Source: an optimization exercise on an open RTL-to-GDS flow (aim: small area, a short achievable clock period and few clock cycles per item). Production flows keep margins and buffers that such runs may drop. RTL that was checked went through simulation tests only; none was proved equivalent to the original.

== the previous run ==
## insertionSort
module insertionSort #(
    parameter NUM_VALS = 32,
    parameter SIZE_DATA = 16
)(
    input  logic                          i_clk,
    input  logic                          i_rst_n,
    input  logic                          i_start,
    input  logic [NUM_VALS*SIZE_DATA-1:0] i_data,
    output logic                          o_done,
    output logic [NUM_VALS*SIZE_DATA-1:0] o_data
);
    localparam int N = 32;
    localparam int W = 16;
    localparam int G = N / 4;
    localparam int STEPS = 9;
    logic             r_busy;
    logic [3:0]      r_cnt;
    logic [N*W-1:0]   r_key;             
    logic [N*W-1:0]   w_perm;            
    logic [N*W-1:0]   w_next;            
    logic [N*W-1:0]   w_din;             
    logic [G*24-1:0]  w_ctl;             
    logic [G*24-1:0]  r_ctl;             
    logic [3:0]      w_step;            
    logic             w_run;             
    assign w_step = r_busy ? r_cnt + 1'b1 : '0;
    assign w_run  = r_busy ? (r_cnt != STEPS-1) : i_start;
    always_ff @(posedge i_clk or negedge i_rst_n) begin
        if (!i_rst_n)
            r_ctl <= '0;
        else
            r_ctl <= w_run ? w_ctl : '0;
    end
    always_comb begin
        w_ctl = '0;
        case (w_step)
            4'd0: w_ctl = 192'h001428001428008241008241001428001428008241008241;
            4'd1: w_ctl = 192'h100000100000100000100000100000100000100000100000;
            4'd2: w_ctl = 192'h001428001428008241008241001428001428008241008241;
            4'd3: w_ctl = 192'h0d00000d00000d00000d0000010000010000010000010000;
            4'd4: w_ctl = 192'h001428001428008241008241001428001428008241008241;
  ...
For scale: about 9700 cells after synthesis, ~1000 I/O pins.
Settings: LEC_CHECK=0, ABC_AREA=1, CAP_MARGIN=20, CORE_AREA=2 2 378 378, CTS_CLUSTER_DIAMETER=120, CTS_CLUSTER_SIZE=20, DIE_AREA=0 0 380 380, SLEW_MARGIN=20; clock period 10.0 ns.
standard.sh (not shown) runs the stock make flow with config.mk's settings and CLKGATE_MAP_FILE= SYNTH_SCRIPT=/design/flow/synth_recipe.tcl, a recipe that flattens the netlist after the stock synthesis.
==> flow/flow/run.sh <==
#!/bin/bash
# The standard ORFS layout (the standard.sh, standard synthesis unchanged)
# with two changes: the port buffers the standard flow's flow inserts use a small buffer
# cell instead of the delay buffer buffer_ports picks by default, and repair
# aims for a setup slack margin of MARGIN ns against the 10 ns clock.
# Each tool's output goes to ORFS's own logs under orfs/logs; the make output
# is kept in standard.log.
set -euo pipefail
MARGIN=$(cat flow/margin.txt)
PORTBUF=$(cat flow/portbuf.txt)
bash standard.sh "SETUP_SLACK_MARGIN=${MARGIN}" \
    "BUFFER_PORTS_ARGS=-buffer_cell ${PORTBUF}" finish > standard.log 2>&1
==> flow/flow/margin.txt <==
6.5
==> flow/flow/portbuf.txt <==
sky130_fd_sc_hd__buf_1
The previous run: PASS, flow complete, no timing, DRC or antenna violations
#### Input delta (the current run over the previous run)
--- a/flow/design.v
+++ b/flow/design.v
@@ -76,19 +76,19 @@
         sel[2][3] = sel[2][3] | s23;
         sel[3][2] = sel[3][2] | s23;
         sel[0][2] = sel[0][2] | s02;
         sel[2][0] = sel[2][0] | s02;
         sel[1][3] = sel[1][3] | s13;
         sel[3][1] = sel[3][1] | s13;
     end
     always_comb begin
         for (int k = 0; k < 4; k++) begin
-            o_y[k*W +: W] = ({W{i_load}} & i_din[k*W +: W]) |
+            o_y[k*W +: W] = i_load ? i_din[k*W +: W] :
                             ({W{sel[k][0]}} & x[0]) | ({W{sel[k][1]}} & x[1]) |
                             ({W{sel[k][2]}} & x[2]) | ({W{sel[k][3]}} & x[3]);
         end
     end
 endmodule
 module insertionSort #(
     parameter NUM_VALS = 32,
     parameter SIZE_DATA = 16
 )(
@@ -106,27 +106,21 @@
     logic             r_busy;
     logic [3:0]      r_cnt;
     logic [N*W-1:0]   r_key;             
     logic [N*W-1:0]   w_perm;            
     logic [N*W-1:0]   w_next;            
     logic [N*W-1:0]   w_din;             
     logic [G*24-1:0]  w_ctl;             
     logic [G*24-1:0]  r_ctl;             
     logic [3:0]      w_step;            
-    logic             w_run;             
     assign w_step = r_busy ? r_cnt + 1'b1 : '0;
-    assign w_run  = r_busy ? (r_cnt != STEPS-1) : i_start;
-    always_ff @(posedge i_clk or negedge i_rst_n) begin
-        if (!i_rst_n)
-            r_ctl <= '0;
-        else
-            r_ctl <= w_run ? w_ctl : '0;
-    end
+    always_ff @(posedge i_clk)
+        r_ctl <= w_ctl;
     always_comb begin
         w_ctl = '0;
         case (w_step)
             4'd0: w_ctl = 192'h001428001428008241008241001428001428008241008241;
             4'd1: w_ctl = 192'h100000100000100000100000100000100000100000100000;
             4'd2: w_ctl = 192'h001428001428008241008241001428001428008241008241;
             4'd3: w_ctl = 192'h0d00000d00000d00000d0000010000010000010000010000;
             4'd4: w_ctl = 192'h001428001428008241008241001428001428008241008241;
             4'd5: w_ctl = 192'h001428001428001428001428008241008241008241008241;
## What came out
Against the previous run, the current run reports a measured slew at the worst slew-check pin that is higher. Changes observed in the current run relative to the previous run: post-CTS setup buffer count rose by 1; worst setup slack rose by 0.12 ns; antenna diode count fell by 4. Comparing the current run and the previous run, the lower met1 track utilization from global routing is on the previous run. Cell at the slowest stage of the critical path = sky130_fd_sc_hd__dfxtp_2: the current run; cell at the slowest stage of the critical path = sky130_fd_sc_hd__dfxtp_4: the previous run. Compared the current run against the previous run; adder and majority cell fraction of the synthesized area within noise. The previous run → the current run: number of clock buffers in the layout moved up, net count after synthesis higher, layout overhead on the synthesized area down 0.60 points. Every run in the comparison, the current run and the previous run, completed the flow with a clean layout.
Testbench counts of the current run, summed over its fixed seeds: cycles 1,920, sorts 192.
For the previous run, only the layout was checked, not whether the RTL still works.

static timing again, ports no longer ideal:
No port has a modelled driver above. Below, the same layouts with a new extraction and two added sets of constraints. Step 1: set_driving_cell puts a clkbuf_16 on i_clk and a buf_2 on each other input, an assumption about the parent block. Step 2 moves the port delays by t, midway between the first and last clock arrival at a register: inputs arrive t later, outputs are due t later. That takes back most of the time a late clock gives input paths. Three values: ideal ports, drivers, drivers and shift; two values: the first two.
run	t (ns)	setup WS [ns]	hold slack, ns	worst setup path at the end	worst register clock-pin slew, ns
the previous run	0.744	6.350 / 6.253 / 6.437	0.495 / 0.495 / 0.495	input to register	0.11 / 0.11
the current run	0.744	6.465 / 6.378 / 6.484	0.518 / 0.518 / 0.518	register to register	0.11 / 0.11
After both steps every run listed still meets setup and hold.
